This design comes from an exercise in tuning for small area, a short achievable clock period and few clock cycles on the open sky130 flow, not from production work.
Only simulation tests tie the RTL to the original design; equivalence was not proved.
Power is estimated from default activity; no workload was simulated.

[design.v]
module cordic_core (
    input  wire         clk,
    input  wire         rst,
    input  wire         bus_write,
    input  wire         bus_read,
    input  wire [5:0]   addr,
    input  wire [31:0]  wdata,
    output reg  [31:0]  rdata,
    output reg          done
);
    wire d0 = ~wdata[31];
    wire d1 = d0 ? (wdata[30] | wdata[29]) : (wdata[30] & wdata[29]);
    wire [31:0] pm = ({d1, d0} == 2'd0) ? 32'd3441162979 : ({d1, d0} == 2'd1) ? 32'd219937507 : ({d1, d0} == 2'd2) ? 32'd4075029789 : 32'd853804317;
    wire [15:0] xm = ({d1, d0} == 2'd0) ? 16'h26d9 : ({d1, d0} == 2'd1) ? 16'h748b : ({d1, d0} == 2'd2) ? 16'h748b : 16'h26d9;
    wire [15:0] ym = ({d1, d0} == 2'd0) ? 16'h8b75 : ({d1, d0} == 2'd1) ? 16'h26d9 : ({d1, d0} == 2'd2) ? 16'hd927 : 16'h748b;
    wire [31:0] zm = wdata - pm;                 
    wire d2 = ~zm[31];
    wire [31:0] kp = ({d1, d0} == 2'd0) ? 32'd686345410 : ({d1, d0} == 2'd1) ? 32'd3907570882 : ({d1, d0} == 2'd2) ? 32'd52478600 : 32'd3273704072;
    wire [31:0] kn = ({d1, d0} == 2'd0) ? 32'd1021263224 : ({d1, d0} == 2'd1) ? 32'd4242488696 : ({d1, d0} == 2'd2) ? 32'd387396414 : 32'd3608621886;
    wire [31:0] zmp = wdata + kp, zmn = wdata + kn;
    wire d3 = d2 ? ~zmp[31] : ~zmn[31];
    reg [15:0] xr, yr;
    reg [31:0] zr;
    reg [6:0]  cnt;       
    reg        er1;       
    reg        busy;
    wire e0 = ~zr[31];
    wire e1 = er1;
    reg [31:0] zp;
    always @(*) begin
        zp = 32'd0;
        case ({e1, e0})
            2'd0: begin
                if (cnt[0]) zp = 32'd4042503633;
                if (cnt[1]) zp = 32'd4230945500;
                if (cnt[2]) zp = 32'd4278947213;
                if (cnt[3]) zp = 32'd4290962047;
                if (cnt[4]) zp = 32'd4293965980;
                if (cnt[5]) zp = 32'd4294716967;
                if (cnt[6]) zp = 32'd4294904715;
            end
            2'd1: begin
                if (cnt[0]) zp = 32'd82454151;
                if (cnt[1]) zp = 32'd21312866;
                if (cnt[2]) zp = 32'd5339593;
                if (cnt[3]) zp = 32'd1335077;
                if (cnt[4]) zp = 32'd333772;
                if (cnt[5]) zp = 32'd83443;
                if (cnt[6]) zp = 32'd20861;
            end
            2'd2: begin
                if (cnt[0]) zp = 32'd4212513145;
                if (cnt[1]) zp = 32'd4273654430;
                if (cnt[2]) zp = 32'd4289627703;
                if (cnt[3]) zp = 32'd4293632219;
                if (cnt[4]) zp = 32'd4294633524;
                if (cnt[5]) zp = 32'd4294883853;
                if (cnt[6]) zp = 32'd4294946435;
            end
            2'd3: begin
                if (cnt[0]) zp = 32'd252463663;
                if (cnt[1]) zp = 32'd64021796;
                if (cnt[2]) zp = 32'd16020083;
                if (cnt[3]) zp = 32'd4005249;
                if (cnt[4]) zp = 32'd1001316;
                if (cnt[5]) zp = 32'd250329;
                if (cnt[6]) zp = 32'd62581;
            end
        endcase
    end
    reg [31:0] zkp;
    always @(*) begin
        zkp = 32'd0;
        case ({e1, e0})
            2'd0: begin
                if (cnt[0]) zkp = 32'd209796332;
                if (cnt[1]) zkp = 32'd53341958;
                if (cnt[2]) zkp = 32'd13349920;
                if (cnt[3]) zkp = 32'd3337705;
                if (cnt[4]) zkp = 32'd834430;
                if (cnt[5]) zkp = 32'd208608;
                if (cnt[6]) zkp = 32'd62581;
            end
            2'd1: begin
                if (cnt[0]) zkp = 32'd4169845814;
                if (cnt[1]) zkp = 32'd4262974592;
                if (cnt[2]) zkp = 32'd4286957540;
                if (cnt[3]) zkp = 32'd4292964675;
                if (cnt[4]) zkp = 32'd4294466638;
                if (cnt[5]) zkp = 32'd4294842132;
                if (cnt[6]) zkp = 32'd4294946435;
            end
            2'd2: begin
                if (cnt[0]) zkp = 32'd39786820;
                if (cnt[1]) zkp = 32'd10633028;
                if (cnt[2]) zkp = 32'd2669430;
                if (cnt[3]) zkp = 32'd667533;
                if (cnt[4]) zkp = 32'd166886;
                if (cnt[5]) zkp = 32'd41722;
                if (cnt[6]) zkp = 32'd20861;
            end
            2'd3: begin
                if (cnt[0]) zkp = 32'd3999836302;
                if (cnt[1]) zkp = 32'd4220265662;
                if (cnt[2]) zkp = 32'd4276277050;
                if (cnt[3]) zkp = 32'd4290294503;
                if (cnt[4]) zkp = 32'd4293799094;
                if (cnt[5]) zkp = 32'd4294675246;
                if (cnt[6]) zkp = 32'd4294904715;
            end
        endcase
    end
    reg [31:0] zkn;
    always @(*) begin
        zkn = 32'd0;
        case ({e1, e0})
            2'd0: begin
                if (cnt[0]) zkn = 32'd295130994;
                if (cnt[1]) zkn = 32'd74701634;
                if (cnt[2]) zkn = 32'd18690246;
                if (cnt[3]) zkn = 32'd4672793;
                if (cnt[4]) zkn = 32'd1168202;
                if (cnt[5]) zkn = 32'd292050;
                if (cnt[6]) zkn = 32'd62581;
            end
            2'd1: begin
                if (cnt[0]) zkn = 32'd4255180476;
                if (cnt[1]) zkn = 32'd4284334268;
                if (cnt[2]) zkn = 32'd4292297866;
                if (cnt[3]) zkn = 32'd4294299763;
                if (cnt[4]) zkn = 32'd4294800410;
                if (cnt[5]) zkn = 32'd4294925574;
                if (cnt[6]) zkn = 32'd4294946435;
            end
            2'd2: begin
                if (cnt[0]) zkn = 32'd125121482;
                if (cnt[1]) zkn = 32'd31992704;
                if (cnt[2]) zkn = 32'd8009756;
                if (cnt[3]) zkn = 32'd2002621;
                if (cnt[4]) zkn = 32'd500658;
                if (cnt[5]) zkn = 32'd125164;
                if (cnt[6]) zkn = 32'd20861;
            end
            2'd3: begin
                if (cnt[0]) zkn = 32'd4085170964;
                if (cnt[1]) zkn = 32'd4241625338;
                if (cnt[2]) zkn = 32'd4281617376;
                if (cnt[3]) zkn = 32'd4291629591;
                if (cnt[4]) zkn = 32'd4294132866;
                if (cnt[5]) zkn = 32'd4294758688;
                if (cnt[6]) zkn = 32'd4294904715;
            end
        endcase
    end
    wire [31:0] zn = zr - zp;
    wire [31:0] zsp = zr + zkp, zsn = zr + zkn;
    wire en1 = ~zn[31] ? ~zsp[31] : ~zsn[31];
    reg [15:0] sx0;
    always @(*) begin
        sx0 = 16'd0;
        if (cnt[0]) sx0 = sx0 | ({{2{xr[15]}}, xr[15:2]});
        if (cnt[1]) sx0 = sx0 | ({{4{xr[15]}}, xr[15:4]});
        if (cnt[2]) sx0 = sx0 | ({{6{xr[15]}}, xr[15:6]});
        if (cnt[3]) sx0 = sx0 | ({{8{xr[15]}}, xr[15:8]});
        if (cnt[4]) sx0 = sx0 | ({{10{xr[15]}}, xr[15:10]});
        if (cnt[5]) sx0 = sx0 | ({{12{xr[15]}}, xr[15:12]});
        if (cnt[6]) sx0 = sx0 | ({{14{xr[15]}}, xr[15:14]});
    end
    reg [15:0] sy0;
    always @(*) begin
        sy0 = 16'd0;
        if (cnt[0]) sy0 = sy0 | ({{2{yr[15]}}, yr[15:2]});
        if (cnt[1]) sy0 = sy0 | ({{4{yr[15]}}, yr[15:4]});
        if (cnt[2]) sy0 = sy0 | ({{6{yr[15]}}, yr[15:6]});
        if (cnt[3]) sy0 = sy0 | ({{8{yr[15]}}, yr[15:8]});
        if (cnt[4]) sy0 = sy0 | ({{10{yr[15]}}, yr[15:10]});
        if (cnt[5]) sy0 = sy0 | ({{12{yr[15]}}, yr[15:12]});
        if (cnt[6]) sy0 = sy0 | ({{14{yr[15]}}, yr[15:14]});
    end
    reg [15:0] sx1;
    always @(*) begin
        sx1 = 16'd0;
        if (cnt[0]) sx1 = sx1 | ({{3{xr[15]}}, xr[15:3]});
        if (cnt[1]) sx1 = sx1 | ({{5{xr[15]}}, xr[15:5]});
        if (cnt[2]) sx1 = sx1 | ({{7{xr[15]}}, xr[15:7]});
        if (cnt[3]) sx1 = sx1 | ({{9{xr[15]}}, xr[15:9]});
        if (cnt[4]) sx1 = sx1 | ({{11{xr[15]}}, xr[15:11]});
        if (cnt[5]) sx1 = sx1 | ({{13{xr[15]}}, xr[15:13]});
        if (cnt[6]) sx1 = sx1 | ({{15{xr[15]}}, xr[15:15]});
    end
    reg [15:0] sy1;
    always @(*) begin
        sy1 = 16'd0;
        if (cnt[0]) sy1 = sy1 | ({{3{yr[15]}}, yr[15:3]});
        if (cnt[1]) sy1 = sy1 | ({{5{yr[15]}}, yr[15:5]});
        if (cnt[2]) sy1 = sy1 | ({{7{yr[15]}}, yr[15:7]});
        if (cnt[3]) sy1 = sy1 | ({{9{yr[15]}}, yr[15:9]});
        if (cnt[4]) sy1 = sy1 | ({{11{yr[15]}}, yr[15:11]});
        if (cnt[5]) sy1 = sy1 | ({{13{yr[15]}}, yr[15:13]});
        if (cnt[6]) sy1 = sy1 | ({{15{yr[15]}}, yr[15:15]});
    end
    reg [15:0] sx2;
    always @(*) begin
        sx2 = 16'd0;
        if (cnt[0]) sx2 = sx2 | ({{5{xr[15]}}, xr[15:5]});
        if (cnt[1]) sx2 = sx2 | ({{9{xr[15]}}, xr[15:9]});
        if (cnt[2]) sx2 = sx2 | ({{13{xr[15]}}, xr[15:13]});
        if (cnt[3]) sx2 = sx2 | ({{15{xr[15]}}, xr[15:15]});
        if (cnt[4]) sx2 = sx2 | ({{15{xr[15]}}, xr[15:15]});
        if (cnt[5]) sx2 = sx2 | ({{15{xr[15]}}, xr[15:15]});
        if (cnt[6]) sx2 = sx2 | ({{15{xr[15]}}, xr[15:15]});
    end
    reg [15:0] sy2;
    always @(*) begin
        sy2 = 16'd0;
        if (cnt[0]) sy2 = sy2 | ({{5{yr[15]}}, yr[15:5]});
        if (cnt[1]) sy2 = sy2 | ({{9{yr[15]}}, yr[15:9]});
        if (cnt[2]) sy2 = sy2 | ({{13{yr[15]}}, yr[15:13]});
        if (cnt[3]) sy2 = sy2 | ({{15{yr[15]}}, yr[15:15]});
        if (cnt[4]) sy2 = sy2 | ({{15{yr[15]}}, yr[15:15]});
        if (cnt[5]) sy2 = sy2 | ({{15{yr[15]}}, yr[15:15]});
        if (cnt[6]) sy2 = sy2 | ({{15{yr[15]}}, yr[15:15]});
    end
    reg [15:0] lm;
    always @(*) begin
        lm = 16'd0;
        if (cnt[0]) lm = lm | (16'h0007);
        if (cnt[1]) lm = lm | (16'h001f);
        if (cnt[2]) lm = lm | (16'h007f);
        if (cnt[3]) lm = lm | (16'h01ff);
        if (cnt[4]) lm = lm | (16'h07ff);
        if (cnt[5]) lm = lm | (16'h1fff);
        if (cnt[6]) lm = lm | (16'h7fff);
    end
    wire [15:0] m0 = {16{e0}}, m1 = {16{e1}};
    wire [15:0] vx = sy0 ^ m0;           
    wire [15:0] vy = sx0 ^ ~m0;          
    wire [16:0] lx = {1'b0, xr & lm} + {1'b0, vx & lm} + {16'b0, e0};
    wire [16:0] ly = {1'b0, yr & lm} + {1'b0, vy & lm} + {16'b0, ~e0};
    reg [0:0] cx;
    always @(*) begin
        cx = 1'd0;
        if (cnt[0]) cx = cx | (lx[3]);
        if (cnt[1]) cx = cx | (lx[5]);
        if (cnt[2]) cx = cx | (lx[7]);
        if (cnt[3]) cx = cx | (lx[9]);
        if (cnt[4]) cx = cx | (lx[11]);
        if (cnt[5]) cx = cx | (lx[13]);
        if (cnt[6]) cx = cx | (lx[15]);
    end
    reg [0:0] cy;
    always @(*) begin
        cy = 1'd0;
        if (cnt[0]) cy = cy | (ly[3]);
        if (cnt[1]) cy = cy | (ly[5]);
        if (cnt[2]) cy = cy | (ly[7]);
        if (cnt[3]) cy = cy | (ly[9]);
        if (cnt[4]) cy = cy | (ly[11]);
        if (cnt[5]) cy = cy | (ly[13]);
        if (cnt[6]) cy = cy | (ly[15]);
    end
    wire [15:0] ax = sy1 ^ m1, bx = sx2 ^ ~m0 ^ m1;
    wire [15:0] ay = sx1 ^ ~m1, by = sy2 ^ m0 ^ ~m1;
    wire [15:0] xs1 = xr ^ vx ^ ax;
    wire [15:0] xc1 = {(xr[14:0] & vx[14:0]) | (xr[14:0] & ax[14:0]) | (vx[14:0] & ax[14:0]), e0};
    wire [15:0] xs2 = xs1 ^ xc1 ^ bx;
    wire [15:0] xc2 = {(xs1[14:0] & xc1[14:0]) | (xs1[14:0] & bx[14:0]) | (xc1[14:0] & bx[14:0]), e1};
    wire xci = cy ^ e1;
    wire [16:0] xt = {xs2, xci} + {xc2, xci};
    wire [15:0] xn = xt[16:1];
    wire [15:0] ys1 = yr ^ vy ^ ay;
    wire [15:0] yc1 = {(yr[14:0] & vy[14:0]) | (yr[14:0] & ay[14:0]) | (vy[14:0] & ay[14:0]), ~e0};
    wire [15:0] ys2 = ys1 ^ yc1 ^ by;
    wire [15:0] yc2 = {(ys1[14:0] & yc1[14:0]) | (ys1[14:0] & by[14:0]) | (yc1[14:0] & by[14:0]), ~e1};
    wire yci = cx ^ ~e1;
    wire [16:0] yt = {ys2, yci} + {yc2, yci};
    wire [15:0] yn = yt[16:1];
    wire start = bus_write && (addr == 6'h04);
    always @(posedge clk) begin
        if (start) begin
            xr <= xm; yr <= ym; zr <= zm; er1 <= d3; cnt <= 7'd1;
        end else if (busy) begin
            xr <= xn; yr <= yn; zr <= zn; er1 <= en1; cnt <= {cnt[5:0], 1'b0};
        end
    end
    always @(posedge clk) begin
        if (rst) begin
            busy <= 1'b0; done <= 1'b0;
        end else if (start) begin
            busy <= 1'b1; done <= 1'b0;
        end else if (busy) begin
            if (cnt[6]) begin busy <= 1'b0; done <= 1'b1; end
        end else begin
            done <= done & bus_write;
        end
    end
    wire sel_xy = ~addr[5] & ~addr[4] & addr[3] & ~addr[1] & ~addr[0];
    wire sel_ct = ~addr[5] & ~addr[4] & ~addr[3] & ~addr[2] & ~addr[1] & ~addr[0];
    wire [15:0] rv = addr[2] ? yr : xr;
    always @(*) begin
        rdata = {{16{sel_xy & rv[15]}}, {16{sel_xy}} & rv};
        rdata[0] = (sel_xy & rv[0]) | (sel_ct & done);
    end
endmodule
[run.sh]
#!/bin/bash
# synth_recipe.tcl (not shown) runs the flow's synth.tcl, then flattens the netlist and writes it again
# the make line also repeats each setting of config.mk as NAME=value (left out here)
make -C /OpenROAD-flow-scripts/flow DESIGN_CONFIG=/design/flow/config.mk WORK_HOME=/design/flow/orfs CLKGATE_MAP_FILE= SYNTH_SCRIPT=/design/flow/synth_recipe.tcl finish
[config.mk]
export PLATFORM = sky130hd
export DESIGN_NAME = cordic_core
export DESIGN_NICKNAME = cordic_core
export VERILOG_FILES = /design/flow/design.v
export SDC_FILE = /design/flow/constraint.sdc
export NUM_CORES = 4
export LEC_CHECK = 0
export ABC_AREA = 1
export CAP_MARGIN = 20
export CORE_MARGIN = 2
export CORE_UTILIZATION = 40
export SETUP_SLACK_MARGIN = 4.0
export SLEW_MARGIN = 20
[constraint.sdc]
create_clock -name core_clock -period 10.0 [get_ports {clk}]
set_input_delay 2.0000 -clock core_clock [delete_from_list [all_inputs] [get_ports {clk}]]
set_output_delay 2.0000 -clock core_clock [all_outputs]
set_load 0.01 [all_outputs]
==> out/metrics.yaml, run 1 <==
most_frequently_used_flop_master_after_synthesis: "sky130_fd_sc_hd__edfxtp_1"
cts.htree.levels: 3
grt_setup_unrepaired: "no"
wl_per_cell_um: 21.7
run_status: "complete, no violations"
synth_async_sr_flop_share_pct: 0
post_cts_hold_buffer_count: 0
place_area_mm2: 0.0179
vias_per_cell: 5.78
reg2reg_setup_slack_ns: 4.37
cts_buffers: 9
syn-cell-area_mm2: 0.0167
dr.pass1.iters: 6
die-area_mm2: 0.0434
whs_path_depth: 2
synth-seq-cells: 74
r2r-end: "zr[26]"
worst_ep_arrival_time_ns: 3.91
critical_path.startpoint: "addr[1]"
ys_seq_area_share_pct: 12.8
overflow: 0
grt_util_all_layers_pct: 31.6
max_cap_viol_count: 0
first_global_vias: 18200
final-setup-viol-count: 0
finalCritPeriodShare_pct: 59.1
crit_path_max_fanout: 17
routed-via-count: 18400
timing.critical_path.required_ns: 8.00
wl_met2_um: 32900
period_minus_slack_ns: 5.91
maxSlewViolCount: 0
worst_r2r_path_depth: 27
io-pin-count: 75
worst_clock_skew_ns: 0.0139
yosysWarningCount: 1
avgSynthCellArea_um2: 6.39
clock_tree.root_cell: "sky130_fd_sc_hd__clkbuf_16"
min_to: "done"
power.total_uw: 2600
most_frequent_cells_in_the_layout: "sky130_fd_sc_hd__nand2_1 (504), sky130_fd_sc_hd__inv_1 (373), sky130_fd_sc_hd__nor2_1 (294)"
fin_tns_setup_ns: 0
synth_nets: 2912
grt_pass1_wl_um: 105000
placement.io_buffers: 73
worst_margin_slew_ns: 1.02
drcViolationCount: 0
area_delta_synth_final_pct: 10.8
worst_setup_hold_path_clk_slew_ns: 0.07
gp_congestion: 1.03
max_freq_mhz: 169
synth-edff-count: 65
detail-route-antenna-nets: 0
worst_r2r_startpoint: "zr[31]"
detail_route.wirelength_um: 68900
start_util_pct: 40.8
detailroute.wirelength.met3_um: 3880
maxSlewHeadroom_pct: 31.7
ir_worst_vdd_mv: 0.0830
net_count_final: 2941
drt_iter0_drc: 1484
timing.hold.worst.class: "reg -> reg"
insertion_delay_ns: 0.41
startpoint_type: "input port"
max-clock-path-buffers: 2
core.rowCount: 74
stdcell_area_mm2: 0.0185
timing_worst_setup_path_type: "in -> out"
die_w_um: 208
grt_max_degree: 51
syn_inst: 2615
synth.distinct_cells: 59
pwr_density_cell_mw_per_mm2: 140
utilization_pct: 45.2
leading_cell_type_in_the_layout_fill_and_taps_excluded: "sky130_fd_sc_hd__nand2_1"
cts_tree: "yes"
place.detailed.hpwl_um: 54400
design.core.area_mm2: 0.0410
crit_path_end_kind: "output port"
die_y_um: 208
detail_route.wirelength.met1_um: 27400
power.static_leakage_uw: 0.00872
finalHoldViolations: 0
worstHoldStart: "done"
highest-signal-layer: "met4"
cts.sinks: 74
post_route_cells_drive_above_1_share_pct: 4.91
grt_antenna_before_repair: 2
power by group:
group,internal [uW],switching [uW]
clock network,271,174
logic,575,1170
registers,386,22.5
total,1230,1370
registers in the layout, summed over array words and instances, names as in the netlist:
signal	cells
done	1
busy	1
cnt	7
yr	16
zr	32
er1	1
xr	16
cells by family after synthesis:
group,synth area share [%]
flip-flops,12.8
AO/OA/AOI/OAI,22.8
AND/OR/NAND/NOR,25.9
buffers and inverters,11.3
XOR/XNOR,5.40
adder cells (fa/ha/maj),21.9
layer usage:
| layer | up-vias | track usage [%] |
|---|---|---|
| met5 | - | 0 |
| met4 | 0 | 21.9 |
| met3 | 210 | 4.05 |
| met2 | 752 | 54.4 |
| met1 | 8564 | 36.5 |
| li1 | 8859 | - |
what timing repair did:
| action | in CTS | in global routing |
|---|---|---|
| endpoints found under the setup margin | 51 | 62 |
| resized for setup | 7 | 26 |
| cloned | 0 | 1 |
| endpoints found under the hold margin | 0 | 0 |
| buffers inserted | 1 | 11 |
| pin swaps | 2 | 3 |
critical path: stages:
cell and delay [ns]:
sky130_fd_sc_hd__clkdlybuf4s50_1 0.42, sky130_fd_sc_hd__nor2_2 0.21, sky130_fd_sc_hd__nand3_4 0.24, sky130_fd_sc_hd__a211oi_4 0.32
sky130_fd_sc_hd__buf_12 0.17, sky130_fd_sc_hd__clkdlybuf4s50_1 0.54
worst max-delay path by stage:
stage	to	depth (start not counted)
finish	rdata[31]	6
global placement	rdata[30]	5
CTS	rdata[31]	6
detailed placement	rdata[31]	5
floorplan	zr[26]	26
global route	xr[15]	22
cells in the mapped netlist (3+ instances only):
| master | instances | share of area (%) |
|---|---|---|
| sky130_fd_sc_hd__buf_4 | 16 | 0.72 |
| sky130_fd_sc_hd__o32ai_1 | 4 | 0.21 |
| sky130_fd_sc_hd__o221ai_1 | 9 | 0.47 |
| sky130_fd_sc_hd__clkbuf_1 | 56 | 1.3 |
| sky130_fd_sc_hd__nand3b_1 | 10 | 0.45 |
| sky130_fd_sc_hd__o21ai_0 | 210 | 6.3 |
| sky130_fd_sc_hd__nor2_2 | 5 | 0.19 |
| sky130_fd_sc_hd__nor4_1 | 15 | 0.56 |
| sky130_fd_sc_hd__buf_1 | 12 | 0.27 |
| sky130_fd_sc_hd__nand2_2 | 16 | 0.60 |
| sky130_fd_sc_hd__xor2_1 | 93 | 4.9 |
| sky130_fd_sc_hd__o2111ai_1 | 9 | 0.47 |
| sky130_fd_sc_hd__o21ai_2 | 4 | 0.21 |
| sky130_fd_sc_hd__o31ai_1 | 5 | 0.22 |
| sky130_fd_sc_hd__a21oi_1 | 259 | 7.8 |
| sky130_fd_sc_hd__o22ai_1 | 21 | 0.79 |
| sky130_fd_sc_hd__a31oi_1 | 21 | 0.79 |
| sky130_fd_sc_hd__nor3_1 | 24 | 0.72 |
| sky130_fd_sc_hd__ha_1 | 193 | 14 |
| sky130_fd_sc_hd__or2_1 | 3 | 0.11 |
| sky130_fd_sc_hd__inv_2 | 12 | 0.27 |
| sky130_fd_sc_hd__or2_2 | 3 | 0.11 |
| sky130_fd_sc_hd__o21a_1 | 8 | 0.36 |
| sky130_fd_sc_hd__a211oi_1 | 21 | 0.94 |
| sky130_fd_sc_hd__a21boi_1 | 4 | 0.18 |
| sky130_fd_sc_hd__nand3_2 | 4 | 0.24 |
| sky130_fd_sc_hd__nand3_1 | 107 | 3.2 |
| sky130_fd_sc_hd__nor2_4 | 3 | 0.20 |
| sky130_fd_sc_hd__o21ai_1 | 20 | 0.60 |
| sky130_fd_sc_hd__nor2_1 | 301 | 6.8 |
| sky130_fd_sc_hd__o211ai_1 | 16 | 0.72 |
| sky130_fd_sc_hd__a21o_1 | 10 | 0.45 |
| sky130_fd_sc_hd__o21bai_1 | 11 | 0.49 |
| sky130_fd_sc_hd__fa_1 | 62 | 7.4 |
| sky130_fd_sc_hd__nand2_1 | 506 | 11 |
| sky130_fd_sc_hd__edfxtp_1 | 65 | 12 |
| sky130_fd_sc_hd__a221oi_1 | 12 | 0.63 |
| sky130_fd_sc_hd__nand4_1 | 33 | 1.2 |
| sky130_fd_sc_hd__inv_1 | 375 | 8.4 |
| sky130_fd_sc_hd__xnor2_1 | 10 | 0.52 |
| sky130_fd_sc_hd__a32oi_1 | 5 | 0.26 |
| sky130_fd_sc_hd__dfxtp_1 | 9 | 1.1 |
| sky130_fd_sc_hd__buf_2 | 9 | 0.27 |
final cells by class:
class,instances,area (um^2)
fill,4353,22500
tap,532,666
clock buffer,9,225
clock inverter,7,146
inverter,390,1480
timing repair buffer,111,1080
multi-input combinational,2058,12800
antenna,1,2.50
sequential,74,2130
stage by stage:
stage          setup WS, ns  hold WS, ns  cells
4_1_cts                4.00        0.528   3169
3_3_place_gp           3.23        0.513   3152
5_1_grt                4.01        0.562   3181
3_5_place_dp           3.09        0.517   3152
6_report               4.09        0.530   3182
2_1_floorplan          4.32        0.522   2615
Testbench counts, summed over its fixed seeds: cycles 64,000.
==> inputs of run 2 (changes only) <==
--- a/design.v
+++ b/design.v
@@ -39,3 +39,2 @@
                 if (cnt[5]) zp = 32'd4294716967;
-                if (cnt[6]) zp = 32'd4294904715;
             end
@@ -48,3 +47,2 @@
                 if (cnt[5]) zp = 32'd83443;
-                if (cnt[6]) zp = 32'd20861;
             end
@@ -57,3 +55,2 @@
                 if (cnt[5]) zp = 32'd4294883853;
-                if (cnt[6]) zp = 32'd4294946435;
             end
@@ -66,3 +63,2 @@
                 if (cnt[5]) zp = 32'd250329;
-                if (cnt[6]) zp = 32'd62581;
             end
@@ -81,3 +77,2 @@
                 if (cnt[5]) zkp = 32'd208608;
-                if (cnt[6]) zkp = 32'd62581;
             end
@@ -90,3 +85,2 @@
                 if (cnt[5]) zkp = 32'd4294842132;
-                if (cnt[6]) zkp = 32'd4294946435;
             end
@@ -99,3 +93,2 @@
                 if (cnt[5]) zkp = 32'd41722;
-                if (cnt[6]) zkp = 32'd20861;
             end
@@ -108,3 +101,2 @@
                 if (cnt[5]) zkp = 32'd4294675246;
-                if (cnt[6]) zkp = 32'd4294904715;
             end
@@ -123,3 +115,2 @@
                 if (cnt[5]) zkn = 32'd292050;
-                if (cnt[6]) zkn = 32'd62581;
             end
@@ -132,3 +123,2 @@
                 if (cnt[5]) zkn = 32'd4294925574;
-                if (cnt[6]) zkn = 32'd4294946435;
             end
@@ -141,3 +131,2 @@
                 if (cnt[5]) zkn = 32'd125164;
-                if (cnt[6]) zkn = 32'd20861;
             end
@@ -150,3 +139,2 @@
                 if (cnt[5]) zkn = 32'd4294758688;
-                if (cnt[6]) zkn = 32'd4294904715;
             end
@@ -166,3 +154,2 @@
         if (cnt[5]) sx0 = sx0 | ({{12{xr[15]}}, xr[15:12]});
-        if (cnt[6]) sx0 = sx0 | ({{14{xr[15]}}, xr[15:14]});
     end
@@ -177,3 +164,2 @@
         if (cnt[5]) sy0 = sy0 | ({{12{yr[15]}}, yr[15:12]});
-        if (cnt[6]) sy0 = sy0 | ({{14{yr[15]}}, yr[15:14]});
     end
@@ -188,3 +174,2 @@
         if (cnt[5]) sx1 = sx1 | ({{13{xr[15]}}, xr[15:13]});
-        if (cnt[6]) sx1 = sx1 | ({{15{xr[15]}}, xr[15:15]});
     end
@@ -199,3 +184,2 @@
         if (cnt[5]) sy1 = sy1 | ({{13{yr[15]}}, yr[15:13]});
-        if (cnt[6]) sy1 = sy1 | ({{15{yr[15]}}, yr[15:15]});
     end
@@ -210,3 +194,2 @@
         if (cnt[5]) sx2 = sx2 | ({{15{xr[15]}}, xr[15:15]});
-        if (cnt[6]) sx2 = sx2 | ({{15{xr[15]}}, xr[15:15]});
     end
@@ -221,3 +204,2 @@
         if (cnt[5]) sy2 = sy2 | ({{15{yr[15]}}, yr[15:15]});
-        if (cnt[6]) sy2 = sy2 | ({{15{yr[15]}}, yr[15:15]});
     end
@@ -232,3 +214,2 @@
         if (cnt[5]) lm = lm | (16'h1fff);
-        if (cnt[6]) lm = lm | (16'h7fff);
     end
@@ -248,3 +229,2 @@
         if (cnt[5]) cx = cx | (lx[13]);
-        if (cnt[6]) cx = cx | (lx[15]);
     end
@@ -259,3 +239,2 @@
         if (cnt[5]) cy = cy | (ly[13]);
-        if (cnt[6]) cy = cy | (ly[15]);
     end
@@ -291,3 +270,3 @@
         end else if (busy) begin
-            if (cnt[6]) begin busy <= 1'b0; done <= 1'b1; end
+            if (cnt[5]) begin busy <= 1'b0; done <= 1'b1; end
         end else begin
@@ -296,5 +275,19 @@
     end
+    wire f0 = ~zr[31], f1 = er1;
+    wire [3:0] fm0 = {4{f0}}, fm1 = {4{f1}};
+    wire [3:0] fY = {{2{yr[15]}}, yr[15:14]}, fX = {{2{xr[15]}}, xr[15:14]};    
+    wire [3:0] fA = {4{yr[15]}}, fAp = {4{xr[15]}};                            
+    wire [3:0] fB = {4{xr[15]}} ^ ~fm0, fBp = {4{yr[15]}} ^ fm0;               
+    wire [15:0] fvx = {{14{fY[3]}}, fY[1:0]} ^ {16{f0}};
+    wire [15:0] fvy = {{14{fX[3]}}, fX[1:0]} ^ {16{~f0}};
+    wire [15:0] flx = {1'b0, xr[14:0]} + {1'b0, fvx[14:0]} + {15'b0, f0};
+    wire [15:0] fly = {1'b0, yr[14:0]} + {1'b0, fvy[14:0]} + {15'b0, ~f0};
+    wire fcx = flx[15], fcy = fly[15];
+    wire [3:0] fsx = (fY ^ fm0) + (fA ^ fm1) + (fB ^ fm1) + {3'b0, f0} + {3'b0, f1} + {3'b0, fcy ^ f1};
+    wire [3:0] fsy = (fX ^ ~fm0) + (fAp ^ ~fm1) + (fBp ^ ~fm1) + {3'b0, ~f0} + {3'b0, ~f1} + {3'b0, fcx ^ ~f1};
+    wire [15:0] xf = xr + {{12{fsx[3]}}, fsx};
+    wire [15:0] yf = yr + {{12{fsy[3]}}, fsy};
     wire sel_xy = ~addr[5] & ~addr[4] & addr[3] & ~addr[1] & ~addr[0];
     wire sel_ct = ~addr[5] & ~addr[4] & ~addr[3] & ~addr[2] & ~addr[1] & ~addr[0];
-    wire [15:0] rv = addr[2] ? yr : xr;
+    wire [15:0] rv = addr[2] ? yf : xf;
     always @(*) begin
--- a/config.mk
+++ b/config.mk
@@ -11,3 +11,3 @@
 export CORE_UTILIZATION = 40
-export SETUP_SLACK_MARGIN = 4.0
+export SETUP_SLACK_MARGIN = 5.0
 export SLEW_MARGIN = 20
==> run 2 against run 1 <==
Compared with the run above: sequential power is 5.4% higher; sequential share of layout area is 2.0 points lower; global-route usage is 0.54 points lower; critical path type is now reg -> out; highest routed layer unchanged.
==> out/metrics.yaml, run 2 <==
worst_clock_skew_ns: 0.0149  # +0.00101 ns
worstHoldStart: "done"
worst_ep_arrival_time_ns: 5.80  # +1.89 ns
crit_path_end_kind: "output port"
grt_pass1_wl_um: 114000  # +8.7%
die_w_um: 220  # +5.5%
insertion_delay_ns: 0.39  # -0.02 ns
timing.hold.worst.class: "reg -> reg"
maxSlewHeadroom_pct: 36.5  # +4.9 points
maxSlewViolCount: 0  # unchanged
dr.pass1.iters: 5  # -1
area_delta_synth_final_pct: 19.5
critical_path.n_buffers_inverters: 6  # +3
placement.io_buffers: 73  # unchanged
reg2reg_setup_slack_ns: 5.09  # +0.72 ns
grt_setup_unrepaired: "yes"
pwr_density_cell_mw_per_mm2: 126  # -10%
detail_route.wirelength_um: 76600  # +11%
synth_nets: 3221  # +11%
vias_per_cell: 5.79  # +0.15%
leading_cell_type_in_the_layout_fill_and_taps_excluded: "sky130_fd_sc_hd__nand2_1"
final_cell_count_no_fill: 3575  # +12%
synth-seq-cells: 73  # -1.4%
crit_path_max_fanout: 5  # -12
die_y_um: 220  # +5.5%
cts_tree: "yes"
ir_worst_vdd_mv: 0.127  # +53%
first_global_vias: 19500  # +7.5%
final-setup-viol-count: 0  # unchanged
crit_path_top_delay_cell: "sky130_fd_sc_hd__fa_2"
place.detailed.hpwl_um: 59800  # +9.9%
cts.htree.levels: 3  # unchanged
yosysTopAreaCellShare_pct: 17.3  # +2.9 points
timing.critical_path.required_ns: 8.00  # about the same
most_frequent_cells_in_the_layout: "sky130_fd_sc_hd__nand2_1 (507), sky130_fd_sc_hd__inv_1 (398), sky130_fd_sc_hd__nor2_1 (270)"
start_util_pct: 40.3  # -0.44 points
design.core.area_mm2: 0.0463  # +13%
whs_path_depth: 2  # unchanged
cts.sinks: 73  # -1.4%
overflow: 0  # unchanged
wl_per_cell_um: 21.4  # -1.1%
grt_util_all_layers_pct: 31.0  # -0.54 points
cts_buffers: 9  # unchanged
worst_setup_hold_path_clk_slew_ns: 0.07  # about the same
detail-route-antenna-nets: 0  # unchanged
layout_top_registers: "zr (32), xr (16), yr (16)"
gp_congestion: 0.970  # -6.0%
worst_r2r_path_depth: 21  # -22%
synth_top_cells_by_count: "sky130_fd_sc_hd__nand2_1 (538), sky130_fd_sc_hd__inv_1 (414), sky130_fd_sc_hd__a21oi_1 (299), sky130_fd_sc_hd__nor2_1 (283), sky130_fd_sc_hd__ha_1 (258)"
die-area_mm2: 0.0484  # +11%
synth_async_sr_flop_share_pct: 0  # unchanged
max-clock-path-buffers: 2  # unchanged
run_status: "complete, no violations"
worst_r2r_startpoint: "er1"
clock_tree.root_cell: "sky130_fd_sc_hd__clkbuf_16"
placedCellCount: 3471  # +10%
place_area_mm2: 0.0203  # +13%
grt_antenna_before_repair: 1  # -1
finalCritPeriodShare_pct: 78.0  # +19 points
hold_slack_ns: 0.541  # +0.0116 ns
net_count_final: 3333  # +13%
max_cap_viol_count: 0  # unchanged
grt_max_degree: 66  # +29%
min_to: "done"
ys_seq_area_share_pct: 11.3  # -1.4 points
io-pin-count: 75  # unchanged
power.static_leakage_uw: 0.0103  # +19%
most_frequently_used_flop_master_after_synthesis: "sky130_fd_sc_hd__edfxtp_1"
period_minus_slack_ns: 7.80  # +1.89 ns
timing_worst_setup_path_type: "reg -> out"
max_freq_mhz: 128  # -24%
synth-edff-count: 65  # unchanged
worst_margin_slew_ns: 0.952  # -0.0718 ns
largest-register: "zr"
avgSynthCellArea_um2: 6.54  # +2.4%
syn-cell-area_mm2: 0.0187  # +12%
startpoint_type: "flip-flop"
core.rowCount: 79  # +6.8%
routed-via-count: 20700  # +13%
synth.area.top_cells: "sky130_fd_sc_hd__ha_1 (17%), sky130_fd_sc_hd__nand2_1 (11%), sky130_fd_sc_hd__edfxtp_1 (10%)"
fin_tns_setup_ns: 0  # unchanged
critical-path-top-delay-family: "compound AO/OA/AOI/OAI gates"
finalHoldViolations: 0  # unchanged
stdcell_area_mm2: 0.0223  # +20%
yosysWarningCount: 1  # unchanged
syn_inst: 2850  # +9.0%
post_route_cells_drive_above_1_share_pct: 14.7  # +9.8 points
max_stage_delay_ns: 0.48  # -0.06 ns
synth.most_common_cell: "sky130_fd_sc_hd__nand2_1"
synth.distinct_cells: 62  # +5.1%
largest_reg_flops: 32  # unchanged
drt_iter0_drc: 1711  # +15%
yosys.area.top_type: "sky130_fd_sc_hd__ha_1"
r2r-end: "er1"
drcViolationCount: 0  # unchanged
[run 2: layer usage]
metal / wire [um] / part of all wire, % / track usage, %
met1: 33800 / 44 / 42.7
met2: 33900 / 44 / 48.7
met3: 6300 / 8.2 / 5.30
met4: 2600 / 3.4 / 11.1
met5: 0 / 0 / 0
[run 2: cells by family (layout without fill, tap and decap cells)]
family	after synthesis	count (layout)	synth area share, %
DFF	73	73	11.3
xor gates and xnor gates	125	125	5.87
buffers and inverters	519	634	10.9
AOI/OAI and AO/OA	697	697	21.6
other	0	2	0
adders and majority gates	329	329	24.9
and+or+nand+nor	1107	1108	25.4
[run 2: how the worst max path moves through the flow]
stage	start	endpoint	slack, ns	cells past startpoint
after floorplan	zr[31]	rdata[16]	2.46	27
after global placement	yr[15]	rdata[31]	1.33	27
after detailed placement	yr[15]	rdata[30]	1.21	27
after CTS	yr[15]	rdata[30]	2.24	29
after global routing	zr[31]	rdata[25]	1.96	28
final	zr[31]	rdata[25]	2.20	30
[run 2: power by group]
group / total (uW) / internal [uW] / switching, uW
clock: 316 / 165 / 151
sequential: 430 / 393 / 36.7
combinational: 2060 / 739 / 1320
total: 2810 / 1300 / 1510
[run 2: metrics by stage]
step           util [%]  power, uW  setup slack, ns
6_report           48.2       2810             2.20
3_5_place_dp       43.8       2310             1.21
2_1_floorplan         -       1810             2.46
3_3_place_gp       43.8       2290             1.33
4_1_cts            46.3       2700             2.24
5_1_grt            48.2       3050             1.96
[run 2: worst min-delay path: cells and delay by family, from the launching register on]
kind / cells / cell delay (ns)
flops: 1 / 0.33
compound gates: 1 / 0.11
simple gates: 1 / 0.06
[run 2: area by class of cell]
cell class | count | area [um^2]
multi-input cells | 2259 | 15700
repair inverters | 2 | 12.5
clock inverters | 4 | 21.3
repair buffers | 185 | 1750
flip-flops and latches | 73 | 2120
well taps | 607 | 759
diodes | 2 | 5.00
clock buffers | 11 | 233
fillers | 4836 | 24000
inverters | 432 | 1690
[run 2: what timing repair did]
| item | CTS | global route |
|---|---|---|
| hold buffers | 0 | 0 |
| pin swaps | 53 | 53 |
| resized for setup | 274 | 127 |
| setup buffers | 40 | 41 |
| setup endpoints to repair | 96 | 71 |
| cloned | 3 | 3 |
Testbench counts of run 2, summed over its fixed seeds: cycles 56,000.
==> inputs of run 3 (changes only) <==
--- a/config.mk
+++ b/config.mk
@@ -10,3 +10,3 @@
 export CORE_MARGIN = 2
-export CORE_UTILIZATION = 40
+export CORE_UTILIZATION = 65
 export SETUP_SLACK_MARGIN = 5.0
==> run 3 against run 2 <==
Compared with the run above: the run now fails in 5_1_grt; synthesized cell count unchanged; area after synthesis unchanged.
==> out/metrics.yaml, run 3 <==
run_status: "did not finish"
io-pin-count: 75  # unchanged
synth_compound_area_share_pct: 21.6  # unchanged
synth_top_cells_by_count: "sky130_fd_sc_hd__nand2_1 (538), sky130_fd_sc_hd__inv_1 (414), sky130_fd_sc_hd__a21oi_1 (299), sky130_fd_sc_hd__nor2_1 (283), sky130_fd_sc_hd__ha_1 (258)"
synth.distinct_cells: 62  # unchanged
avgSynthCellArea_um2: 6.54  # unchanged
worst-ep-kind: "output port"
synth-edff-count: 65  # unchanged
yosys.area.top_type: "sky130_fd_sc_hd__ha_1"
max-clock-path-buffers: 2  # unchanged
yosysTopAreaCellShare_pct: 17.3  # unchanged
synth_area_in_adders_pct: 24.9  # unchanged
post_synth_xor_area_fraction_pct: 5.87  # unchanged
synth-seq-cells: 73  # unchanged
ys_seq_area_share_pct: 11.3  # unchanged
syn-cell-area_mm2: 0.0187  # unchanged
syn_inst: 2850  # unchanged
synth.area.top_cells: "sky130_fd_sc_hd__ha_1 (17%), sky130_fd_sc_hd__nand2_1 (11%), sky130_fd_sc_hd__edfxtp_1 (10%)"
cts.htree.levels: 3  # unchanged
most_frequently_used_flop_master_after_synthesis: "sky130_fd_sc_hd__edfxtp_1"
die_w_um: 173  # -21%
synth-simple-area-share_pct: 25.4  # unchanged
synth_nets: 3221  # unchanged
yosysWarningCount: 1  # unchanged
yosys-mux-area-fraction_pct: 0  # unchanged
grt_max_degree: 66
cts.sinks: 73  # unchanged
synth.most_common_cell: "sky130_fd_sc_hd__nand2_1"
firstError: "[ERROR GRT-0232] Routing congestion too high. Check the congestion heatmap in the GUI."
crit_endpoint: "rdata[24]"
gp_congestion: 1.13  # +16%
core.rowCount: 62  # -22%
flow.stopped_at: "5_1_grt"
synth_async_sr_flop_share_pct: 0  # unchanged
die_y_um: 173  # -21%
cts_buffers: 9  # unchanged
clock_tree.root_cell: "sky130_fd_sc_hd__clkbuf_16"
place.detailed.hpwl_um: 54000  # -9.6%
synth_top_family_by_area: "simple AND/OR/NAND/NOR gates"
overflow: 15
placement.io_buffers: 73  # unchanged
start_util_pct: 65.5  # +25 points
grt_util_all_layers_pct: 77.8
[run 3: power by group through the flow]
| stage | Clock [uW] | Sequential (uW) | Combinational [uW] |
|---|---|---|---|
| 2_1_floorplan | 0 | 405 | 1410 |
| 3_3_place_gp | 0 | 429 | 1780 |
| 3_5_place_dp | 0 | 430 | 1840 |
| 4_1_cts | 372 | 425 | 1930 |
[run 3: cell families after synthesis]
logic type,count (synthesis)
xor+xnor,125
buf+inv,519
simple gates,1107
compound gates,697
fa+ha+maj,329
flops,73
[run 3: routing by layer]
metal  global-route usage, %  overflow
met3                    67.7         1
met1                    77.3         2
met2                    90.9         9
met4                    74.2         3
met5                    49.8         0
[run 3: worst min-delay path by stage]
stage / to / startpoint / slack, ns / cells after the start
2_1_floorplan: done / busy / 0.52 / 2
3_3_place_gp: done / done / 0.64 / 2
3_5_place_dp: done / done / 0.64 / 2
4_1_cts: done / done / 0.65 / 2
[run 3: per-stage QoR]
stage	area [um^2]	hold WS, ns	worst slack [ns]	cells	power, uW
2_1_floorplan	19000	0.524	2.46	2850	1810
3_3_place_gp	19900	0.638	1.46	3240	2210
3_5_place_dp	19900	0.644	1.07	3240	2270
4_1_cts	21400	0.648	2.26	3307	2730
[run 3: what timing repair did]
item / in CTS
setup buffers: 46
resized for setup: 309
endpoints found under the setup margin: 92
hold buffers: 0
pin swaps: 76
gates cloned: 6

## re-timing with driven ports
How much do the figures lean on ideal ports? The routed layouts below were timed once more, with nothing changed but the port constraints.
Step 1 assumes that a clkbuf_16 drives the clock port and a buf_2 every other input.
Step 2 adds t to the input delays and takes it off the output delays; t is the mean of the earliest and latest rising clock arrival at the registers after step 1. Input paths then give back, and output paths get back, about the clock's delay inside the block.
Three values: no drivers, after step 1, after step 2; two values: the first two.
run	t (ns)	slack for setup (ns)	worst register clock-pin slew, ns	cell pins on the clock port's net
run 1	0.455	4.093 / 4.064 / 4.004	0.08 / 0.08	1
run 2	0.429	2.202 / 2.155 / 2.585	0.07 / 0.07	1
After both steps every run listed still meets setup and hold. The setup slack of run 1, which loses most, moves by -0.029 ns with the drivers and by -0.089 ns with both steps.
